Source: an optimization exercise on an open RTL-to-GDS flow (aim: small area and a short achievable clock period). Production flows keep margins and buffers that such runs may drop.
For this run, only the layout was checked, not whether the RTL still works.
The clock cells of this run come from the design's own scripts or RTL, not from TritonCTS.
The clock input has no modelled driver; a real chip could not lean on it and would need a root buffer or a full tree.
Power and IR drop assume default switching activity.

### design.v
module Col0_Links (
    input  [23:0] p,
    output [9:0]  c
);
    wire [1:0] d [0:7];
    genvar k;
    generate for (k = 0; k < 8; k = k + 1) begin : g_d
        assign d[k] = p[3*k+1 +: 2];
    end endgenerate
    wire bd01 = (d[0] == d[2]) | (d[1] == d[3]);
    wire bs02 = (d[0] == d[5]) | (d[1] == d[4]);
    wire bd02 = (d[0] == d[4]) | (d[1] == d[5]);
    wire bs03 = (d[0] == d[7]) | (d[1] == d[6]);
    wire bd03 = (d[0] == d[6]) | (d[1] == d[7]);
    wire bs12 = (d[2] == d[5]) | (d[3] == d[4]);
    wire bd12 = (d[2] == d[4]) | (d[3] == d[5]);
    wire bs13 = (d[2] == d[7]) | (d[3] == d[6]);
    wire bd13 = (d[2] == d[6]) | (d[3] == d[7]);
    wire bs23 = (d[4] == d[7]) | (d[5] == d[6]);
    wire bd23 = (d[4] == d[6]) | (d[5] == d[7]);
    wire n13  = ~(bs13 | bd13);
    assign c[0] = bd01;
    assign c[1] = ~((bs02 & bd12) | (bd02 & bs12));
    assign c[2] = ~((bs03 & bd13) | (bd03 & bs13));
    assign c[3] = bs12 | (~bd12 & ~bd02);
    assign c[4] = bd12 | (~bs12 & ~bd02);
    assign c[5] = bs13;
    assign c[6] = bd13;
    assign c[7] = n13 & bs23;
    assign c[8] = n13 & bd23;
    assign c[9] = n13 & ~(bs23 | bd23 | bd03);
endmodule
module Col0_Settings (
    input  [9:0] c,
    output [2:0] s0
);
    wire s1 = ~c[0] & c[1] & c[2];
    wire x1 = c[5] | (c[7] & c[3]) | (c[8] & ~c[3]) | c[9];
    wire x0 = c[6] | (c[7] & c[4]) | (c[8] & ~c[4]) | c[9];
    assign s0[0] = s1;
    assign s0[1] = s1 ? c[3] : c[4];
    assign s0[2] = s1 ? x1 : x0;
endmodule
module Sub_Route (
    input [1:0] g0,
    input       g1h,
    input [1:0] g2,
    input       g3l,
    output [4:0] s     
);
    wire c11 = g2[1] ^ g0[1];
    wire a   = ~g0[0];
    wire b   = c11 ? ~g2[0] : ~g3l;
    assign s[0] = c11;
    assign s[1] = ~g0[1];
    assign s[2] = ~g1h;
    assign s[3] = g0[1] ? b : a;
    assign s[4] = g0[1] ? a : b;
endmodule
module Rest_Route (
    input  [2:0] m0,
    input  [2:1] m1,
    input  [2:0] u1,
    input        l1h,
    input  [2:0] u2,
    input  [2:1] l2,
    input  [2:0] m6,
    input  [2:0] m7,
    input        s3,
    input        s3n,
    output [3:0] t,
    output [4:0] bu,
    output [4:0] bl
);
    wire [2:0] u3 = ({3{s3}} & m6) | ({3{s3n}} & m7);
    wire       l3 = (s3 & m7[1]) | (s3n & m6[1]);
    genvar j;
    generate for (j = 0; j < 4; j = j + 1) begin : g_t
        assign t[j] = (m0 == 2*j) | (u1 == 2*j) | (u2 == 2*j) | (u3 == 2*j);
    end endgenerate
    Sub_Route u(.g0(m0[2:1]), .g1h(u1[2]), .g2(u2[2:1]), .g3l(u3[1]), .s(bu));
    Sub_Route l(.g0(m1[2:1]), .g1h(l1h),   .g2(l2),      .g3l(l3),    .s(bl));
endmodule
module Benes_8p (input wire [2:0] mp0, mp1, mp2, mp3, mp4, mp5, mp6, mp7,
    input clk,
    output wire [19:0] state
);
    wire [23:0] p0 = {mp7, mp6, mp5, mp4, mp3, mp2, mp1, mp0};
    wire [9:0] c_w;
    Col0_Links c0l(.p(p0), .c(c_w));
    reg [23:0] p1;
    reg [9:0]  c1;
    always @(posedge clk) begin
        p1 <= p0;
        c1 <= c_w;
    end
    wire [2:0] s0_w;
    Col0_Settings c0s(.c(c1), .s0(s0_w));
    reg [2:0] s0_2;
    reg       s3n_2;
    reg [2:0] m0_2, u1_2, u2_2, m6_2, m7_2;
    reg [2:1] m1_2, l2_2;
    reg       l1h_2;
    always @(posedge clk) begin
        s0_2  <= s0_w;
        s3n_2 <= ~s0_w[2];
        m0_2  <= p1[2:0];
        m1_2  <= p1[5:4];
        u1_2  <= s0_w[0] ? p1[8:6]   : p1[11:9];
        l1h_2 <= s0_w[0] ? p1[11]    : p1[8];
        u2_2  <= s0_w[1] ? p1[14:12] : p1[17:15];
        l2_2  <= s0_w[1] ? p1[17:16] : p1[14:13];
        m6_2  <= p1[20:18];
        m7_2  <= p1[23:21];
    end
    wire [3:0] t_w;
    wire [4:0] bu_w, bl_w;
    Rest_Route rr(.m0(m0_2), .m1(m1_2), .u1(u1_2), .l1h(l1h_2), .u2(u2_2), .l2(l2_2),
                  .m6(m6_2), .m7(m7_2), .s3(s0_2[2]), .s3n(s3n_2),
                  .t(t_w), .bu(bu_w), .bl(bl_w));
    reg [16:0] q3, q4, q5, q6, q7;
    always @(posedge clk) begin
        q3 <= {t_w, s0_2, bl_w, bu_w};
        q4 <= q3;
        q5 <= q4;
        q6 <= q5;
        q7 <= q6;
    end
    assign state[0]  = 1'b1;
    assign state[1]  = 1'b1;
    assign state[2]  = q7[1];
    assign state[3]  = q7[3];
    assign state[4]  = q7[13];
    assign state[5]  = q7[10];
    assign state[6]  = q7[0];
    assign state[7]  = q7[2];
    assign state[8]  = q7[4];
    assign state[9]  = q7[14];
    assign state[10] = q7[11];
    assign state[11] = 1'b1;
    assign state[12] = q7[6];
    assign state[13] = q7[8];
    assign state[14] = q7[15];
    assign state[15] = q7[12];
    assign state[16] = q7[5];
    assign state[17] = q7[7];
    assign state[18] = q7[9];
    assign state[19] = q7[16];
endmodule
### flow/run.sh
#!/bin/bash
# The standard layout (standard.sh: ORFS with the standard synthesis),
# with three changes passed to ORFS as make variables:
#  - flow/clock_tree.tcl (PRE_CTS_TCL) builds the clock tree in place of
#    TritonCTS: the clock port drives one leaf buffer per group of at most
#    FLOW_CTS_LEAF registers (4 groups here), so every register is two cells
#    from the port;
#  - the ports are buffered with buf_2 rather than the default cell;
#  - flow/input_buffers.tcl (POST_CTS_TCL) makes the input-port buffers buf_1,
#    since the input paths have time to spare.
# All of make's output goes to make_finish.log, and ORFS's own per-step logs
# to orfs/logs/.
set -euo pipefail
here=$(pwd)
export FLOW_CTS_LEAF=${FLOW_CTS_LEAF:-38}
export FLOW_CLOCK_PORT=clk
bash standard.sh "PRE_CTS_TCL=$here/flow/clock_tree.tcl" "POST_CTS_TCL=$here/flow/input_buffers.tcl" \
    "BUFFER_PORTS_ARGS=-buffer_cell sky130_fd_sc_hd__buf_2" finish > "$here/make_finish.log" 2>&1
test -f out/final.def
### flow/clock_tree.tcl
set ::ct_leaf [expr {[info exists ::env(FLOW_CTS_LEAF)] ? $::env(FLOW_CTS_LEAF) : 32}]
set ::ct_cell sky130_fd_sc_hd__clkbuf_16
set ::ct_port_max 4
set ::ct_block [ord::get_db_block]
set ::ct_master [[ord::get_db] findMaster $::ct_cell]

proc ct_center {iterms} {
  set sx 0.0; set sy 0.0
  foreach it $iterms {
    set b [[$it getInst] getBBox]
    set sx [expr {$sx + ([$b xMin] + [$b xMax]) / 2.0}]
    set sy [expr {$sy + ([$b yMin] + [$b yMax]) / 2.0}]
  }
  set n [llength $iterms]
  return [list [expr {$sx / $n}] [expr {$sy / $n}]]
}

# Estimated load (fF) of a leaf net over points {x y} in database units:
# the pins plus a Steiner length guess for their bounding box.
proc ct_load {pts} {
  set n [llength $pts]
  if {$n == 0} { return 0.0 }
  set x0 1e12; set y0 1e12; set x1 -1e12; set y1 -1e12
  foreach p $pts {
    lassign $p it x y
    if {$x < $x0} { set x0 $x }
    if {$x > $x1} { set x1 $x }
    if {$y < $y0} { set y0 $y }
    if {$y > $y1} { set y1 $y }
  }
  set dbu [[$::ct_block getTech] getDbUnitsPerMicron]
  set w [expr {($x1 - $x0) / double($dbu)}]
  set h [expr {($y1 - $y0) / double($dbu)}]
  set len [expr {0.8 * sqrt($n * $w * $h) + ($w + $h) / 2.0}]
  return [expr {$n * 1.8 + $len * 0.17}]
}

# Split the registers into k groups: cut along the longer spread, near the
# point that gives each side registers in proportion to its groups, where
# the larger estimated load per group is smallest.
proc ct_split {iterms k} {
  if {$k <= 1} { return [list $iterms] }
  set pts {}
  set xs {}; set ys {}
  foreach it $iterms {
    set b [[$it getInst] getBBox]
    set x [expr {([$b xMin] + [$b xMax]) / 2}]
    set y [expr {([$b yMin] + [$b yMax]) / 2}]
    lappend pts [list $it $x $y]
    lappend xs $x; lappend ys $y
  }
  set xs [lsort -integer $xs]; set ys [lsort -integer $ys]
  set axis [expr {([lindex $xs end] - [lindex $xs 0]) >= ([lindex $ys end] - [lindex $ys 0]) ? 1 : 2}]
  set pts [lsort -integer -index $axis $pts]
  set n [llength $pts]
  set k1 [expr {$k / 2}]
  set k2 [expr {$k - $k1}]
  set h0 [expr {($n * $k1 + $k / 2) / $k}]
  set d [expr {$n / 10}]
  set best_h $h0
  set best 1e12
  for {set h [expr {$h0 - $d}]} {$h <= $h0 + $d} {incr h} {
    if {$h < 1 || $h > $n - 1} { continue }
    set ca [expr {[ct_load [lrange $pts 0 [expr {$h - 1}]]] / $k1}]
    set cb [expr {[ct_load [lrange $pts $h end]] / $k2}]
    set c [expr {max($ca, $cb)}]
    if {$c < $best} { set best $c; set best_h $h }
  }
  set a {}; set b {}
  foreach p [lrange $pts 0 [expr {$best_h - 1}]] { lappend a [lindex $p 0] }
  foreach p [lrange $pts $best_h end] { lappend b [lindex $p 0] }
  return [concat [ct_split $a $k1] [ct_split $b $k2]]
}

proc ct_buffer {name x y in_net out_net} {
  set ct_block $::ct_block; set ct_master $::ct_master
  set inst [odb::dbInst_create $ct_block $ct_master $name]
  $inst setLocation [expr {int($x)}] [expr {int($y)}]
  $inst setPlacementStatus PLACED
  [$inst findITerm A] connect $in_net
  [$inst findITerm X] connect $out_net
  return $inst
}

proc ct_build {} {
  set port [$::ct_block findBTerm $::env(FLOW_CLOCK_PORT)]
  set clk [$port getNet]
  set sinks [$clk getITerms]
  set k [expr {([llength $sinks] + $::ct_leaf - 1) / $::ct_leaf}]
  set groups [ct_split $sinks $k]
  # the clock port drives the leaf buffers itself when there are at most
  # ct_port_max of them, else through one root buffer
  if {$k <= $::ct_port_max} {
    set feed $clk
  } else {
    set feed [odb::dbNet_create $::ct_block clknet_root]
    $feed setSigType CLOCK
  }
  puts "clock_tree: [llength $sinks] sinks in $k groups, root buffer: [expr {$k > $::ct_port_max}]"
  set i 0
  set leaves {}
  foreach g $groups {
    set net [odb::dbNet_create $::ct_block clknet_leaf_$i]
    $net setSigType CLOCK
    foreach it $g {
      $it disconnect
      $it connect $net
    }
    lassign [ct_center $g] x y
    set inst [ct_buffer clkbuf_leaf_$i $x $y $feed $net]
    lappend leaves [$inst findITerm A]
    incr i
  }
  if {$k > $::ct_port_max} {
    lassign [ct_center $leaves] x y
    ct_buffer clkbuf_root $x $y $clk $feed
  }
  $clk setSigType CLOCK
}
ct_build

set_propagated_clock [all_clocks]
proc clock_tree_synthesis {args} {
  puts "clock_tree: TritonCTS skipped, the tree is built"
}
### flow/input_buffers.tcl
# Run as ORFS's POST_CTS_TCL hook: the buffers on the permutation inputs
# drive paths with time to spare, so they are made the smallest buffer; timing
# repair after global routing may size them up again.
foreach bterm [[ord::get_db_block] getBTerms] {
  if {![string match "mp*" [$bterm getName]] || [$bterm getNet] == "NULL"} { continue }
  foreach it [[$bterm getNet] getITerms] {
    if {![$it isInputSignal]} { continue }
    set inst [$it getInst]
    if {[string match "sky130_fd_sc_hd__buf_*" [[$inst getMaster] getName]]} {
      replace_cell [$inst getName] sky130_fd_sc_hd__buf_1
    }
  }
}
detailed_placement
### standard.sh
#!/bin/bash
# synth_recipe.tcl (not shown) runs the flow's synth.tcl, then flattens the netlist and writes it again
# the make line also repeats each setting of config.mk as NAME=value (left out here)
make -C /OpenROAD-flow-scripts/flow DESIGN_CONFIG=/design/flow/config.mk WORK_HOME=/design/flow/orfs CLKGATE_MAP_FILE= SYNTH_SCRIPT=/design/flow/synth_recipe.tcl "${@:-finish}"
### config.mk
export PLATFORM = sky130hd
export DESIGN_NAME = Benes_8p
export DESIGN_NICKNAME = Benes_8p
export VERILOG_FILES = /design/flow/design.v
export SDC_FILE = /design/flow/constraint.sdc
export NUM_CORES = 4
export LEC_CHECK = 0
export ABC_AREA = 1
export CAP_MARGIN = 20
export CORE_MARGIN = 2
export CORE_UTILIZATION = 65
export SETUP_SLACK_MARGIN = 1.3
export SLEW_MARGIN = 20
### constraint.sdc
create_clock -name core_clock -period 2.5 [get_ports {clk}]
set_input_delay 0.5000 -clock core_clock [delete_from_list [all_inputs] [get_ports {clk}]]
set_output_delay 0.5000 -clock core_clock [all_outputs]
set_load 0.01 [all_outputs]
==> impl_metrics.ini <==
[route]
first_iter_violations = 78
drc = 0
detail-route-antenna-nets = 0
wire_per_inst_microns = 11.6
drt-total-wl_microns = 5900
via_count = 2346
viasPerCell = 4.63
drtPass1Iterations = 5

[floorplanning]
start_util = 0.662
io_pins = 45
rows = 29
die_area_sq_um = 7050
coreArea_sq_um = 6280
fp.dieW_microns = 84.0
fp.dieH_microns = 84.0

[hold_path]
worst_hold_path.num_cells = 0
min_path_type = register to register
hp-start = p1[2]
hold_end = m0_2[2]

[timing]
rsz0062_at_grt = true
fin_crit_sh = 0.464
fin_hold_ws_ps = 333
setup-tns-final_ps = 0
slew_violations = 0
hold_violations = 0
fmax_mhz = 862
fin_crit_ps = 1160
skew_ps = 7.06
finalSetupViolations = 0

[clock_tree]
clock_latency_ps = 170
cts.clk_slew.worst_paths_ps = 120

[critical_path]
critPathMaxFanout = 8
cp_common_cell = nand2_1
reg2reg_depth = 5
critPathMaxStageDelay_ps = 190
critPathSlowestCell = buf_2
start_kind = input pin
cp_cell_sequence = buf_2, inv_1, nand2_1, nand2_1, nand2_1, nand2_1, nor2_1, nand2_1, nor2_1
rr_startpoint = c1[2]
cp.required_ps = 2610
critical_path_class = input pin to register
reg2reg_to = u2_2[0]
r2r_setup_slack_ps = 1390
worstSetupEndpointType = register
cp.arrival_ps = 1270

[layout]
final_common_cell = dfxtp_1
nets = 457
antennaDiodeCount = 0
drive_gt1_frac = 0.126
final_cell_mix = dfxtp_1, nand2_1, inv_1, xnor2_1, buf_2
area_delta_synth_final_pct = 6.89

[power]
irDropWorstVdd_mv = 1.11
p_leak_nw = 2.12
power.density_nw_per_um2 = 956

[global_route]
antenna_found_initial = 0
grt_pass1_vias = 2167
gr-total-overflow = 0
grt_pass1_wl_microns = 9680
grt_usage = 0.167
grt_max_degree = 38

[flow_run]
drv_cap = 0

[synth]
ys_ff_latch = 142
yosysWarnings = 2
synth.distinct_cells = 25
synthesis.area_sq_um = 4160
synth.avg_cell_area_sq_um = 10.3
netlist_instances = 404
ys_seq_area_frac = 0.684

[placement]
hpwl_microns = 4210
gp_congestion = 0.839
portBuffers = 40

[status]
status = timing/DRC/antenna clean
area by class of cell:
cell class	instances	area, sq um
fill	470	1830
inverter	46	173
tap	77	96.3
sequential	142	2840
multi-input combinational	198	1010
timing repair buffer	40	216
buffer	4	100
cells in the mapped netlist:
library cell / count / area, sq um
nand4_1: 4 / 25.0
dfxtp_1: 142 / 2840
xor2_1: 6 / 52.6
nor2_1: 12 / 45.0
o22ai_1: 4 / 25.0
a21oi_2: 1 / 8.76
a21oi_1: 3 / 15.0
buf_4: 13 / 97.6
a22o_1: 1 / 8.76
inv_1: 40 / 150
o21ai_2: 1 / 8.76
nor3_1: 8 / 40.0
nor2_8: 1 / 20.0
o31ai_1: 2 / 15.0
nand2_2: 4 / 25.0
buf_6: 3 / 33.8
buf_2: 4 / 20.0
nor2_2: 1 / 6.26
xnor2_1: 23 / 201
inv_2: 6 / 22.5
o21bai_1: 2 / 15.0
o21ai_0: 7 / 35.0
nand2_1: 109 / 409
conb_1: 1 / 3.75
nand3_1: 6 / 30.0
registers in the layout, summed over array words and instances, names as in the netlist:
register  cells
q4           17
s0_2          3
q6           17
m1_2          2
p1           23
l2_2          2
q7           17
m6_2          3
q5           17
l1h_2         1
m0_2          3
q3           17
u2_2          3
m7_2          3
c1           10
u1_2          3
s3n_2         1
per-stage QoR:
stage | total power, mW | setup WS (ps) | std cells | area, sq um | utilization
2_1_floorplan | 3.31 | 1310 | 406 | 4160 | -
5_1_grt | 4.46 | 1260 | 507 | 4440 | 0.708
6_report | 4.25 | 1340 | 507 | 4440 | 0.708
3_5_place_dp | 3.49 | 1140 | 503 | 4310 | 0.686
3_3_place_gp | 3.45 | 1140 | 503 | 4310 | 0.686
cell families after synthesis:
family	Yosys count	synth area share
flip-flops	142	0.684
XOR/XNOR	29	0.0611
buffers and inverters	66	0.0780
AND/OR/NAND/NOR	145	0.144
AO/OA/AOI/OAI	21	0.0316
other	1	0.000902
where the power goes:
| group | internal [mW] | switching [mW] |
|---|---|---|
| registers | 2.75 | 0.137 |
| logic | 0.221 | 0.340 |
| clock network | 0.299 | 0.500 |
worst max path at each step:
stage	start	end	slack (ps)	depth (start not counted)
floorplan	mp3[2]	c1[9]	1310	9
global placement	mp3[1]	c1[1]	1140	8
detailed placement	mp3[2]	c1[9]	1140	9
global route	mp7[1]	c1[9]	1260	9
finish	mp7[1]	c1[9]	1340	9
worst max-delay path, delay by kind of cell:
family | cells | cell delay [ps]
buffers and inverters | 2 | 270
AND/OR/NAND/NOR | 7 | 500
layer usage:
metal	global-route usage	up-vias	wire [microns]
met4	0.0279	0	88
li1	-	1252	-
met1	0.205	1032	2600
met2	0.322	54	2970
met5	0	-	0
met3	0.0129	8	232

==> static timing again, ports no longer ideal <==
How much do the figures lean on ideal ports? The routed layout below was timed once more, with nothing changed but the port constraints.
Step 1 assumes that a clkbuf_16 drives the clock port and a buf_2 every other input.
Step 2 moves the port delays by t, midway between the first and last clock arrival at a register: inputs arrive t later, outputs are due t later. That takes back most of the time a late clock gives input paths.
Three values: ideal, step 1, step 2; two values: the first two.
shift t [ns]: 0.242
slack for setup (ns): 1.340 / 1.270 / 1.148
latest minus earliest clock arrival (ns): 0.009 / 0.009
worst register clock-pin slew, ns: 0.12 / 0.12
pins driven straight from the clock port: 4
After both steps this run still meets setup and hold. For this run, drivers alone change the setup slack by -0.070 ns; drivers and shift together by -0.192 ns.
